From an optimization exercise on the open Yosys and OpenROAD flow, aimed at small area and a short achievable clock period; shortcuts taken in it are not production practice.
Function was not checked in any run shown here: the RTL went through the layout flow alone.

## flow/design.v (module list and top-level ports; edited modules follow where they fit)
// module fp_mult_round: 45 lines
// module fp_mult_prep: 57 lines
// module fp_mult_flags: 29 lines
// module fp_mult_tree: 1259 lines
// module fp_mult_top: 81 lines
module fp_mult_top (
     clk, rst, rnd, a, b, z, status
);
  // ...
==> flow/run.sh <==
#!/bin/bash
# synth_recipe.tcl (not shown) runs the flow's synth.tcl, then flattens the netlist and writes it again
# the make line also repeats each setting of config.mk as NAME=value (left out here)
make -C /OpenROAD-flow-scripts/flow DESIGN_CONFIG=/design/flow/config.mk WORK_HOME=/design/flow/orfs CLKGATE_MAP_FILE= SYNTH_SCRIPT=/design/flow/synth_recipe.tcl finish
==> flow/config.mk <==
export PLATFORM = sky130hd
export DESIGN_NAME = fp_mult_top
export DESIGN_NICKNAME = fp_mult_top
export VERILOG_FILES = /design/flow/design.v
export SDC_FILE = /design/flow/constraint.sdc
export NUM_CORES = 4
export LEC_CHECK = 0
export CAP_MARGIN = 20
export CORE_MARGIN = 2
export CORE_UTILIZATION = 40
export SLEW_MARGIN = 20
==> flow/constraint.sdc <==
create_clock -name core_clock -period 11.0 [get_ports {clk}]
set_input_delay 2.2000 -clock core_clock [delete_from_list [all_inputs] [get_ports {clk}]]
set_output_delay 2.2000 -clock core_clock [all_outputs]
set_load 0.01 [all_outputs]
==> results_dict.tcl, run 1 <==
set metrics [dict create \
    slew_violations 0 \
    ctsResizeCount 0 \
    clockBufferDepth 2 \
    dr.pass1.iters 6 \
    dp.cells 2727 \
    status "no timing/DRC/antenna violations" \
    period_share_pct 63.7 \
    largest_register_ffs 26 \
    min_from "e01[6]" \
    cp-startpoint "p2[47]" \
    synth-adder-area-share_pct 25.7 \
    grt.met2_usage_pct 41.5 \
    worstMarginPinSlew_ps 1150 \
    arrival_ps 4800 \
    endpoint_kind "primary output" \
    gp_congestion 0.953 \
    worst_setup_path_start_kind "register" \
    rows 79 \
    fill_cells 4544 \
    multi_input_cells 1593 \
    dr_total_vias 16899 \
    path_max_fanout 48 \
    wire_per_inst_um 23.5 \
    syn_avg_cell_area_um2 8.69 \
    final_cell_mix "xnor2_1, inv_1, a221oi_1" \
]
==> run 2, diff against run 1 <==
--- a/flow/config.mk
+++ b/flow/config.mk
@@ -8,4 +8,5 @@
 export CAP_MARGIN = 20
 export CORE_MARGIN = 2
 export CORE_UTILIZATION = 40
+export SETUP_SLACK_MARGIN = 5
 export SLEW_MARGIN = 20
==> run 2 against run 1 <==
  * Flip-flop and latch count did not move
  * Register-to-register slack improved by 460 ps
  * Routed wire length rose by 2.4%
  * Global-route usage rose by 0.32 points
  * Critical endpoint is now z[2]
  * Utilization rose by 1.5 points
  * Synthesized cell count did not move
  * Worst setup slack improved by 1100 ps
  * Die area did not move
==> results_dict.tcl, run 2 <==
set metrics [dict create \
    status "no timing/DRC/antenna violations" \
    drt_iter0_drc 1875 \
    cts_max_level 4 \
    slew_violations 0 \
    final_area_um2 21500 \
    reg2regPathDepth 19 \
    setup_viol 0 \
    wire_per_inst_um 23.8 \
    clockRootBuffer "clkbuf_16" \
    critPathRequiredTime_ps 8800 \
    dr_total_vias 17130 \
    reg2reg_from "x31[19]" \
    max_freq_ghz 0.170 \
    layout_min_cycle_time_ps 5890 \
    min_from "e01[6]" \
    worstMarginPinSlew_ps 891 \
    cts_buffers 17 \
    syn-instance-count 2153 \
    drive_gt1_share_pct 10.0 \
    hold_viol_final 0 \
    holdCritPathClass "register to register" \
    grt_start_max_net_pins 29 \
    synth_seq_cells 156 \
    synth_top_area_share_pct 16.7 \
    tns_ps 0 \
    largestRegisters "p2 x26, x31 x25, x1 x23" \
    yosys.area.top_type "dfxtp_1" \
    fill_cells 4469 \
    dp_hpwl_um 44700 \
    core_area_um2 46400 \
    antenna_found_initial 1 \
    pin_count 109 \
    drc 0 \
    slew_headroom_pct 40.2 \
    cts_sinks 156 \
    area_growth_pct 14.7 \
    dr.pass1.iters 6 \
    reg2reg_setup_slack_ps 5150 \
    clkLatencyLatePin_ps 500 \
    ys_types 73 \
    yosysMostFrequentCell "xnor2_1" \
    fp.dieH_um 220 \
    ys_async_sr_fraction_pct 0 \
    placed_area_um2 20200 \
    n_antenna_cell 0 \
    seq_area_frac_synth_pct 16.7 \
    initial_core_util_pct 40.3 \
    largest_register_ffs 26 \
    rows 79 \
    rsz0062_at_grt "yes" \
    path_max_fanout 8 \
    period_share_pct 53.5 \
    antenna_left 0 \
    layout.nets 2530 \
    fin_skew_ps 27.1 \
    cts_tree "done" \
    syn_area_um2 18700 \
    synth_edf_count 0 \
    regMostFlops "p2" \
    grt_pass1_vias 16796 \
    yosysWarningCount 4 \
    endpoint_kind "primary output" \
    final_cell_mix "xnor2_1, inv_1, a22o_1" \
    min_to "e02[6]" \
    clkTransAtPathRegs_ps 60 \
    clockBufferDepth 2 \
    gp_congestion 0.953 \
    hold_depth 0 \
    worstSetupPathType "register to primary output" \
    grtUsageTotal_pct 27.4 \
    routed_wl_um 66500 \
    die_x_um 220 \
    grt_pass1_wl_um 100000 \
    synthFlopType "dfxtp_1" \
    synth.top_cells.by_count "xnor2_1, inv_1, a221oi_1, clkbuf_1, a22o_1" \
    final_common_cell "xnor2_1" \
    r2r-end "p2[38]" \
    port_buffers 106 \
    vias_per_cell 6.14 \
    worst_setup_path_start_kind "register" \
    syn_avg_cell_area_um2 8.69 \
    dieArea_um2 48500 \
    arrival_ps 3690 \
    cap_violations 0 \
    ys_top_cells_by_area "dfxtp_1, fa_1, xnor2_1, ha_1, a221oi_1" \
    grt_overflow 0 \
]
==> run 2: cell count changes in the layout (fill, tap and decap cells not counted), moves of 5 or more <==
cell	before	now
clkdlybuf4s50_1	106	72
dlygate4sd2_1	0	17
fa_1	154	149
buf_4	55	70
dfxtp_2	0	18
fa_2	0	5
nor2_1	82	77
o21ai_0	71	55
dfxtp_1	156	134
a221oi_2	0	19
o21ai_1	0	14
a221oi_1	169	149
clkdlybuf4s15_1	0	8
buf_6	0	8
==> run 2: worst max path at each step <==
stage                        to  slack (ps)    from
after detailed placement   z[6]        4380  p2[47]
after global placement     z[6]        4450  p2[47]
after CTS                 z[12]        4840  p2[47]
after floorplan           z[22]        5190  p2[47]
after global routing      z[21]        4860  p2[32]
final                      z[2]        5110  p2[47]
==> run 2: worst max-delay path, stage by stage (launching register included) <==
cell and delay [ps]:
dfxtp_4 380, clkbuf_16 160, nor2b_4 110, a21o_1 120, nand4_1 240, nor4b_2 380, ha_2 350, buf_4 150
mux2i_1 190, o21ai_2 130, buf_4 170, nor2_4 120, buf_4 150, nand2_4 80, o21ai_0 200, clkdlybuf4s15_1 250
==> run 2: per-stage QoR <==
stage          cells  hold WS, ps  worst slack, ps  util, %
2_1_floorplan   2154          351             5190        -
3_3_place_gp    2727          364             4450     43.6
3_5_place_dp    2727          362             4380     43.6
4_1_cts         2773          371             4840     45.3
5_1_grt         2789          378             4860     46.3
6_report        2789          370             5110     46.3
==> run 2: metal layers <==
layer  routed length (µm)  global-route usage (%)  up-vias  share of wire, %
met2                29100                    42.3     1075                44
met1                26600                    35.1     8086                40
met3                 7790                    8.36      220                12
met5                   11                       0        -             0.017
li1                     -                       -     7747                 -
met4                 2940                    12.5        2               4.4
==> run 2: final cells by class <==
| class | instances | area [µm²] | share of cell area [%] |
|---|---|---|---|
| multi-input cells | 1596 | 14400 | 67.2 |
| clock inverters | 13 | 128 | 0.595 |
| inverters | 210 | 797 | 3.71 |
| clock buffers | 18 | 439 | 2.05 |
| well taps | 607 | 759 | 3.54 |
| repair buffers | 189 | 1750 | 8.15 |
| flip-flops and latches | 156 | 3160 | 14.7 |
==> run 2: kinds of logic (layout without fill, tap and decap cells) <==
family / Yosys count / count (layout) / synth area share (%)
simple gates: 372 / 375 / 9.66
xor+xnor: 269 / 269 / 12.6
fa+ha+maj: 291 / 291 / 25.7
mux: 13 / 13 / 0.696
compound gates: 646 / 646 / 26.5
buf+inv: 405 / 430 / 8.22
other cells: 1 / 2 / 0.0201
flops: 156 / 156 / 16.7
==> run 2: what timing repair did <==
item | CTS | global route
hold buffers | 0 | 0
gates cloned | 4 | 2
setup buffers | 11 | 14
setup endpoints to repair | 38 | 43
pin swaps | 7 | 18
resized for setup | 94 | 104
==> run 3, diff against run 2 <==
--- a/flow/config.mk
+++ b/flow/config.mk
@@ -5,6 +5,7 @@
 export SDC_FILE = /design/flow/constraint.sdc
 export NUM_CORES = 4
 export LEC_CHECK = 0
+export ABC_CLOCK_PERIOD_IN_PS = 4000
 export CAP_MARGIN = 20
 export CORE_MARGIN = 2
 export CORE_UTILIZATION = 40
==> run 3 against run 2 <==
  * Still clean
  * Critical path depth unchanged
  * Routed wire length is the same
  * Non-clock buffer count unchanged
  * Synthesized cell count is the same
  * Critical path type unchanged
  * Critical endpoint unchanged
  * Largest cell class unchanged
==> results_dict.tcl, run 3 <==
set metrics [dict create \
    synthFlopType "dfxtp_1" \
    grt.met2_usage_pct 42.3 \
    crit_top_cell "buf_4" \
    crit_chain "clkbuf_16 -> nor2b_4 -> a21o_1 -> nand4_1 -> nor4b_2 -> ha_2 -> buf_4 -> mux2i_1 -> o21ai_2 -> buf_4 -> nor2_4 -> buf_4 -> nand2_4 -> o21ai_0 -> clkdlybuf4s15_1" \
    vias_per_cell 6.14 \
    critPathRequiredTime_ps 8800 \
    dr_total_vias 17130 \
    hold_buffers 0 \
    synth_seq_cells 156 \
    grt_start_max_net_pins 29 \
    slew_headroom_pct 40.2 \
    dp_hpwl_um 44700 \
    layout_min_cycle_time_ps 5890 \
    syn_area_um2 18700 \
    fin_skew_ps 27.1 \
    final_cell_mix "xnor2_1, inv_1, a22o_1" \
    pin_count 109 \
    ys_async_sr_fraction_pct 0 \
    holdCritPathClass "register to register" \
    die_x_um 220 \
    rsz0062_at_grt "yes" \
    tns_ps 0 \
    path_max_fanout 8 \
    layout.nets 2530 \
    clkLatencyLatePin_ps 500 \
    synth_top_family_by_area "compound AO/OA/AOI/OAI gates" \
    setup_viol 0 \
    synth_xor_area_share_pct 12.6 \
    fill_cells 4469 \
    grt_overflow 0 \
    cts_sinks 156 \
    hold_viol_final 0 \
    rows 79 \
    slowest_stage "dfxtp_4" \
    endpoint_kind "primary output" \
    routed_wl_um 66500 \
    clockRootBuffer "clkbuf_16" \
    cap_violations 0 \
    synth.top_cells.by_count "xnor2_1, inv_1, a221oi_1, clkbuf_1, a22o_1" \
    syn-instance-count 2153 \
    regMostFlops "p2" \
    yosys.area.top_type "dfxtp_1" \
    synth_edf_count 0 \
    port_buffers 106 \
    grt.busiest_layer "met2" \
    synth_compound_area_share_pct 26.5 \
    dieArea_um2 48500 \
    worstSetupPathType "register to primary output" \
    yosysWarningCount 4 \
    ys_types 73 \
    largestRegisters "p2 x26, x31 x25, x1 x23" \
    seq_area_frac_synth_pct 16.7 \
    fp.dieH_um 220 \
    use_met1_pct 35.1 \
    grt_pass1_wl_um 100000 \
    clkTransAtPathRegs_ps 60 \
    synthMuxAreaShare_pct 0.696 \
    n_antenna_cell 0 \
    status "no timing/DRC/antenna violations" \
    max_freq_ghz 0.170 \
    yosysMostFrequentCell "xnor2_1" \
    core_area_um2 46400 \
    area_growth_pct 14.7 \
    final_common_cell "xnor2_1" \
    grt_pass1_vias 16796 \
    grtUsageTotal_pct 27.4 \
    max_stage_delay_ps 380 \
    drive_gt1_share_pct 10.0 \
    drc 0 \
    wire_per_inst_um 23.8 \
    worstMarginPinSlew_ps 891 \
    slew_violations 0 \
    initial_core_util_pct 40.3 \
    synthSimpleGateAreaFrac_pct 9.66 \
    dr.pass1.iters 6 \
    period_share_pct 53.5 \
    drt_iter0_drc 1875 \
    grt.met3_usage_pct 8.36 \
    cts_tree "done" \
    ys_top_cells_by_area "dfxtp_1, fa_1, xnor2_1, ha_1, a221oi_1" \
    clockBufferDepth 2 \
    syn_avg_cell_area_um2 8.69 \
    worst_setup_path_start_kind "register" \
    antenna_left 0 \
    largest_register_ffs 26 \
    cts_buffers 17 \
    arrival_ps 3690 \
    synth_top_area_share_pct 16.7 \
    antenna_found_initial 1 \
    cts_max_level 4 \
    synth-adder-area-share_pct 25.7 \
    gp_congestion 0.953 \
]
[run 3: cell counts in the layout (fill, tap and decap cells not counted)]
No cell type changed its count.
[run 3: cell type report]
cell class | count | area, µm² | share of cell area (%)
well taps | 607 | 759 | 3.54
clock inverters | 13 | 128 | 0.595
flip-flops and latches | 156 | 3160 | 14.7
repair buffers | 189 | 1750 | 8.15
clock buffers | 18 | 439 | 2.05
inverters | 210 | 797 | 3.71
multi-input cells | 1596 | 14400 | 67.2
[run 3: path summary, 6_finish.rpt]
| check | startpoint | end | slack, ps | cells past startpoint |
|---|---|---|---|---|
| worst max-delay path | p2[47] | z[2] | 5110 | 15 |
| worst min-delay path | e01[6] | e02[6] | 370 | 0 |
| worst max register to register | x31[19] | p2[38] | 5150 | 19 |
| worst min register to register | e01[6] | e02[6] | 370 | 0 |
[run 3: worst max-delay path, delay by kind of cell, from the launching register on]
kind / cells / cell delay [ps]
AO/OA/AOI/OAI: 3 / 450
flip-flops: 1 / 380
AND/OR/NAND/NOR: 5 / 930
adder cells (fa/ha/maj): 1 / 350
buffers and inverters: 5 / 880
multiplexers: 1 / 190
[run 3: what timing repair did]
action,CTS,global route
gates cloned,4,2
endpoints found under the setup margin,38,43
resized for setup,94,104
setup buffers,11,14
pin swaps,7,18
endpoints found under the hold margin,0,0
[run 3: cells by family (layout without fill, tap and decap cells)]
logic type,after synthesis,after routing
compound gates,646,646
xor+xnor,269,269
fa+ha+maj,291,291
buf+inv,405,430
flops,156,156
mux,13,13
other cells,1,2
simple gates,372,375
[run 3: layer usage]
| layer | up-vias | part of all wire (%) |
|---|---|---|
| met4 | 2 | 4.4 |
| met1 | 8086 | 40 |
| met5 | - | 0.017 |
| met2 | 1075 | 44 |
| met3 | 220 | 12 |
| li1 | 7747 | - |
[run 3: through the flow]
step,setup WS [ps],hold WS (ps),util (%),area (µm²),std cells
finish,5110,370,46.3,21500,2789
global route,4860,378,46.3,21500,2789
CTS,4840,371,45.3,21000,2773
detailed placement,4380,362,43.6,20200,2727
global placement,4450,364,43.6,20200,2727
floorplan,5190,351,-,18700,2154
==> run 4, diff against run 3 <==
==> flow/flow/run.sh (new file) <==
#!/bin/bash
set -euo pipefail
bash standard.sh SETUP_SLACK_MARGIN=6 finish > standard_make.log 2>&1
==> flow/standard.sh (new file) <==
#!/bin/bash
# synth_recipe.tcl (not shown) runs the flow's synth.tcl, then flattens the netlist and writes it again
# the make line also repeats each setting of config.mk as NAME=value (left out here)
make -C /OpenROAD-flow-scripts/flow DESIGN_CONFIG=/design/flow/config.mk WORK_HOME=/design/flow/orfs CLKGATE_MAP_FILE= SYNTH_SCRIPT=/design/flow/synth_recipe.tcl "${@:-finish}"
--- a/flow/config.mk
+++ b/flow/config.mk
@@ -5,9 +5,7 @@
 export SDC_FILE = /design/flow/constraint.sdc
 export NUM_CORES = 4
 export LEC_CHECK = 0
-export ABC_CLOCK_PERIOD_IN_PS = 4000
 export CAP_MARGIN = 20
 export CORE_MARGIN = 2
 export CORE_UTILIZATION = 40
-export SETUP_SLACK_MARGIN = 5
 export SLEW_MARGIN = 20
removed: flow/run.sh
==> run 4 against run 3 <==
  * Utilization up 3.9 points
  * Routed wire length shrank 1.1%
  * Critical path depth unchanged
  * Non-clock buffer count up 71
  * Final area increased by 8.4%
  * First-iteration DRC count down 9.8%
  * Synthesized area unchanged
  * Global-route usage shrank 0.61 points
  * Sequential share of layout area shrank 0.83 points
==> results_dict.tcl, run 4 <==
set metrics [dict create \
    grt_overflow 0 \
    grtUsageTotal_pct 26.8 \
    fin_ws_ps 5350 \
    dp.cells 2721 \
    ys_async_sr_fraction_pct 0 \
    arrival_ps 3450 \
    clkLatencyLatePin_ps 460 \
    synth_edf_count 0 \
    cap_violations 0 \
    status "no timing/DRC/antenna violations" \
    holdCritPathClass "register to register" \
    max_freq_ghz 0.177 \
    critPathRequiredTime_ps 8800 \
    tns_ps 0 \
    rows 79 \
    area_growth_pct 24.4 \
    fill_cells 4305 \
    drive_gt1_share_pct 22.5 \
    ys_top_cells_by_area "dfxtp_1, fa_1, xnor2_1, ha_1, a221oi_1" \
    grt_pass1_vias 17335 \
    endpoint_kind "primary output" \
    slew_violations 0 \
    fp.dieH_um 220 \
    regArea_um2 3230 \
    core_area_um2 46400 \
    die_x_um 220 \
    rsz0062_at_grt "yes" \
    dr_total_vias 17539 \
    layout.nets 2600 \
    fin_skew_ps 14.7 \
    dp_slack_ps 4570 \
    ys_types 73 \
    antenna_left 0 \
    initial_core_util_pct 40.3 \
    pin_count 109 \
    hold_viol_final 0 \
    dr.pass1.iters 5 \
    synthFlopType "dfxtp_1" \
    dp_hpwl_um 43900 \
    grt_start_max_net_pins 29 \
    cts_max_level 4 \
    fin_hold_ws_ps 371 \
    regMostFlops "p2" \
    port_buffers 106 \
    period_share_pct 51.4 \
    syn_avg_cell_area_um2 8.69 \
    path_max_fanout 7 \
    cts_buffers 17 \
    wire_per_inst_um 23.0 \
    n_antenna_cell 0 \
    synth.top_cells.by_count "xnor2_1, inv_1, a221oi_1, clkbuf_1, a22o_1" \
    drc 0 \
    largest_register_ffs 26 \
    antenna_found_initial 0 \
    yosysWarningCount 4 \
    largestRegisters "p2 x26, x31 x25, x1 x23" \
    final_cell_mix "xnor2_1, inv_1, a22o_1" \
    synth_top_area_share_pct 16.7 \
    multi_input_area_um2 15400 \
    routed_wl_um 65800 \
    cts_tree "done" \
    yosys.area.top_type "dfxtp_1" \
    setup_viol 0 \
    drt_iter0_drc 1691 \
    vias_per_cell 6.13 \
    seq_area_frac_synth_pct 16.7 \
    cts_sinks 156 \
    hold_buffers 0 \
    clockRootBuffer "clkbuf_16" \
    worst_setup_path_start_kind "register" \
    syn-instance-count 2153 \
    slew_headroom_pct 51.7 \
    final_common_cell "xnor2_1" \
    dieArea_um2 48500 \
    yosysMostFrequentCell "xnor2_1" \
    clkTransAtPathRegs_ps 60 \
    worstMarginPinSlew_ps 723 \
    gp_congestion 0.908 \
    worstSetupPathType "register to primary output" \
    clockBufferDepth 2 \
    syn_area_um2 18700 \
    layout_min_cycle_time_ps 5650 \
    post_layout_nonfiller_instances 2859 \
    fin_util_pct 50.2 \
    grt_pass1_wl_um 100000 \
    synth_seq_cells 156 \
]
[run 4: cell count changes in the layout (fill, tap and decap cells not counted), sizes merged]
cell / change
nand2: -1
clkdlybuf4s15: -6
clkinv: +2
dlymetal6s2s: -1
clkdlybuf4s50: -3
dlygate4sd2: -17
inv: -2
bufbuf: +3
buf: +97
clkinvlp: -2
[run 4: logic make-up after synthesis]
group                      Yosys count  share of synthesized area, %
buffers and inverters              405                          8.22
muxes                               13                         0.696
DFF                                156                          16.7
and+or+nand+nor                    372                          9.66
xor gates and xnor gates           269                          12.6
adders and majority gates          291                          25.7
other                                1                        0.0201
AOI/OAI and AO/OA                  646                          26.5
[run 4: area by class of cell]
class | count | area share [%]
clock buffer | 20 | 2.01
tap | 607 | 3.27
sequential | 156 | 13.9
clock inverter | 11 | 0.468
timing repair buffer | 260 | 10.7
multi-input combinational | 1595 | 66.2
inverter | 210 | 3.45
[run 4: layer usage]
layer,up-vias,wire (µm),track usage (%)
li1,7904,-,-
met1,8549,27000,34.2
met2,914,29300,42.2
met3,172,6850,7.67
met4,0,2570,11.6
met5,-,0,0
[run 4: stage by stage]
step / cell area (µm²)
after global placement: 20500
after detailed placement: 20500
final: 23300
after CTS: 22500
after floorplan: 19300
after global routing: 23300
[run 4: worst paths after layout]
check / from / end / slack (ps) / cells after the start
hold reg to reg: e01[3] / e02[3] / 370 / 0
hold / removal: e01[3] / e02[3] / 370 / 0
setup / recovery: p2[47] / z[22] / 5350 / 15
setup reg to reg: x1[20] / p2[33] / 5470 / 21
[run 4: worst max-delay path, cell delays in order, from the launching register on]
cell,delay [ps]
dfxtp_4,370
buf_4,150
mux2i_1,120
nor2_2,190
nand3_1,170
nor4b_2,300
ha_2,370
mux2i_1,210
o21ai_2,110
buf_12,140
nor3_4,250
buf_4,170
buf_6,100
o31ai_2,50
o21ai_1,130
buf_2,150
[run 4: timing repair]
item	CTS	global route
pin swaps	114	108
setup endpoints to repair	62	64
gates resized for setup	407	111
setup buffers	72	27
cloned	6	2
==> run 5, diff against run 4 <==
==> flow/flow/run.sh (replaced) <==
#!/bin/bash
set -euo pipefail
bash standard.sh SETUP_SLACK_MARGIN=7 finish > standard_make.log 2>&1
==> run 5 against run 4 <==
  * Global-route usage up 0.096 points
  * Count of clock-buffer cells in the layout down 1
  * Critical path type unchanged
  * Critical endpoint is now z[21]
==> results_dict.tcl, run 5 <==
set metrics [dict create \
    fp.dieH_um 220 \
    largestRegisters "p2 x26, x31 x25, x1 x23" \
    grt_pass1_vias 17667 \
    slowest_stage "ha_2" \
    slew_violations 0 \
    tns_ps 0 \
    antenna_found_initial 0 \
    status "no timing/DRC/antenna violations" \
    worst_setup_path_start_kind "register" \
    synth_seq_cells 156 \
    synth-adder-area-share_pct 25.7 \
    layout_min_cycle_time_ps 5620 \
    slew_headroom_pct 51.2 \
    worstSetupPathType "register to primary output" \
    max_stage_delay_ps 390 \
    path_max_fanout 6 \
    hold_depth 0 \
    grt_overflow 0 \
    synth_xor_area_share_pct 12.6 \
    grt_pass1_wl_um 102000 \
    dieArea_um2 48500 \
    yosys.area.top_type "dfxtp_1" \
    fin_hold_ws_ps 370 \
    vias_per_cell 6.11 \
    dr_total_vias 17551 \
    cts_buffers 17 \
    die_x_um 220 \
    endpoint_kind "primary output" \
    synth_edf_count 0 \
    port_buffers 106 \
    layout.nets 2612 \
    final_common_cell "xnor2_1" \
    cts_tree "done" \
    cpLargestDelayFamily "simple AND/OR/NAND/NOR gates" \
    gp_congestion 0.911 \
    synthFlopType "dfxtp_1" \
    hold_buffers 0 \
    ys_top_cells_by_area "dfxtp_1, fa_1, xnor2_1, ha_1, a221oi_1" \
    ys_async_sr_fraction_pct 0 \
    synthMuxAreaShare_pct 0.696 \
    dr.pass1.iters 7 \
    grt_start_max_net_pins 29 \
    cap_violations 0 \
    clockBufferDepth 2 \
    cts_max_level 4 \
    clockRootBuffer "clkbuf_16" \
    arrival_ps 3420 \
    syn_avg_cell_area_um2 8.69 \
    clkTransAtPathRegs_ps 70 \
    syn-instance-count 2153 \
    initial_core_util_pct 40.3 \
    synth_top_family_by_area "compound AO/OA/AOI/OAI gates" \
    drc 0 \
    routed_wl_um 66100 \
    rsz0062_at_grt "yes" \
    rows 79 \
    yosysMostFrequentCell "xnor2_1" \
    crit_chain "buf_6 -> nand2b_4 -> and2_4 -> nor3_2 -> nand4_1 -> nor4b_2 -> ha_2 -> mux2i_2 -> o21ai_4 -> nand2_4 -> or2_4 -> buf_6 -> buf_6 -> o21ai_4 -> buf_6" \
    cp.depth 15 \
    area_growth_pct 30.6 \
    fin_skew_ps 12.6 \
    dp_hpwl_um 44900 \
    hold_viol_final 0 \
    max_freq_ghz 0.178 \
    synth.top_cells.by_count "xnor2_1, inv_1, a221oi_1, clkbuf_1, a22o_1" \
    yosysWarningCount 4 \
    holdCritPathClass "register to register" \
    critPathRequiredTime_ps 8800 \
    largest_register_ffs 26 \
    worstMarginPinSlew_ps 731 \
    pin_count 109 \
    reg2regPathDepth 20 \
    antenna_left 0 \
    crit_top_cell "buf_6" \
    ys_types 73 \
    synthSimpleGateAreaFrac_pct 9.66 \
    synth_top_area_share_pct 16.7 \
    period_share_pct 51.1 \
    n_antenna_cell 0 \
    fin_util_pct 52.7 \
    final_cell_mix "xnor2_1, inv_1, a22o_1" \
    drt_iter0_drc 1440 \
    wire_per_inst_um 23.0 \
    setup_viol 0 \
    grtUsageTotal_pct 26.9 \
    synth_compound_area_share_pct 26.5 \
    cp_num_buf_inv 4 \
    syn_area_um2 18700 \
    regMostFlops "p2" \
    drive_gt1_share_pct 28.2 \
    seq_area_frac_synth_pct 16.7 \
    cts_sinks 156 \
    clkLatencyLatePin_ps 430 \
    core_area_um2 46400 \
    fill_cells 4176 \
]
==> run 5: changes by cell type in the layout (fill, tap and decap cells not counted), moves of 7 or more <==
cell,previous run,this run
ha_1,108,84
buf_6,43,64
ha_4,26,44
o21ai_1,17,5
buf_2,32,19
clkdlybuf4s50_1,69,47
nand2_1,112,98
nand2_2,3,10
a21oi_2,11,26
o21ai_4,3,20
buf_12,9,19
a21oi_1,72,56
==> run 5: routing by layer <==
metal	global-route usage [%]	vias to the layer above	routed length, µm
met5	0	-	0
met4	11.0	0	2900
met3	5.81	213	6550
met2	42.0	953	29000
met1	36.0	8464	27700
li1	-	7921	-
==> run 5: area by class of cell <==
cell class	instances	area, µm²	area share, %
clock buffer	19	453	1.86
clock inverter	13	123	0.502
inverter	210	825	3.38
multi-input combinational	1596	16300	66.7
sequential	156	3220	13.2
tap	607	759	3.11
timing repair buffer	271	2740	11.2
==> run 5: worst reg2reg max path: stages, from the launching register on <==
cell	delay [ps]
dfxtp_4	380
buf_6	140
buf_6	120
a22o_1	220
a221oi_2	200
xor2_1	240
fa_1	480
inv_2	90
fa_1	450
fa_1	570
ha_4	220
ha_4	250
and3_4	170
a221o_1	340
a21o_1	160
a221o_1	400
o221ai_4	260
o21ai_4	100
or3_4	420
a31oi_4	140
xnor2_1	80
==> run 5: cells by family (layout without fill, tap and decap cells) <==
kind of cell / after synthesis / after routing
AOI/OAI and AO/OA: 646 / 646
xor gates and xnor gates: 269 / 269
adders and majority gates: 291 / 291
buffers and inverters: 405 / 513
DFF: 156 / 156
muxes: 13 / 13
other: 1 / 2
and+or+nand+nor: 372 / 375
==> run 5: worst paths after layout <==
path	start	end	slack, ps
max	p2[47]	z[21]	5380
min	e01[5]	e02[5]	370
max reg2reg	s41[0]	p2[38]	5460
min reg2reg	e01[5]	e02[5]	370
==> run 5: repair_timing <==
action / in CTS / in global routing
pin swaps: 133 / 122
cloned: 6 / 2
endpoints found under the setup margin: 84 / 72
gates resized for setup: 499 / 155
setup buffers: 79 / 33
==> run 5: through the flow <==
stage	instances	cell area [µm²]	setup WS [ps]
after floorplan	2154	20000	5830
after global placement	2720	21100	4520
after detailed placement	2720	21100	4440
after CTS	2837	23500	5270
after global routing	2872	24400	5230
final	2872	24400	5380

## separate check: timing with driven ports
The results above use ideal ports. As a check the final layouts listed here were re-extracted and re-timed, cells and wires unchanged.
Step 1, drivers: a clkbuf_16 drives clk and a buf_2 each remaining input, both assumed.
Step 2 adds t to the input delays and takes it off the output delays; t is the mean of the earliest and latest rising clock arrival at the registers after step 1. Input paths then give back, and output paths get back, about the clock's delay inside the block.
Three values: no drivers, after step 1, after step 2; two values: the first two.
| run | shift t [ns] | setup slack, ns | worst hold slack (ns) | worst setup path after step 2 | worst register clock-pin slew, ns |
|---|---|---|---|---|---|
| run 1 | 0.542 | 3.995 / 3.944 / 4.485 | 0.370 / 0.370 / 0.370 | register to output | 0.08 / 0.08 |
| run 2 | 0.540 | 5.113 / 5.062 / 5.116 | 0.370 / 0.370 / 0.370 | input to register | 0.08 / 0.08 |
| run 3 | 0.540 | 5.113 / 5.062 / 5.116 | 0.370 / 0.370 / 0.370 | input to register | 0.08 / 0.08 |
| run 4 | 0.504 | 5.351 / 5.296 / 5.472 | 0.371 / 0.371 / 0.371 | register to register | 0.06 / 0.06 |
| run 5 | 0.475 | 5.375 / 5.326 / 5.460 | 0.370 / 0.370 / 0.370 | register to register | 0.07 / 0.07 |
After both steps every run listed still meets setup and hold.
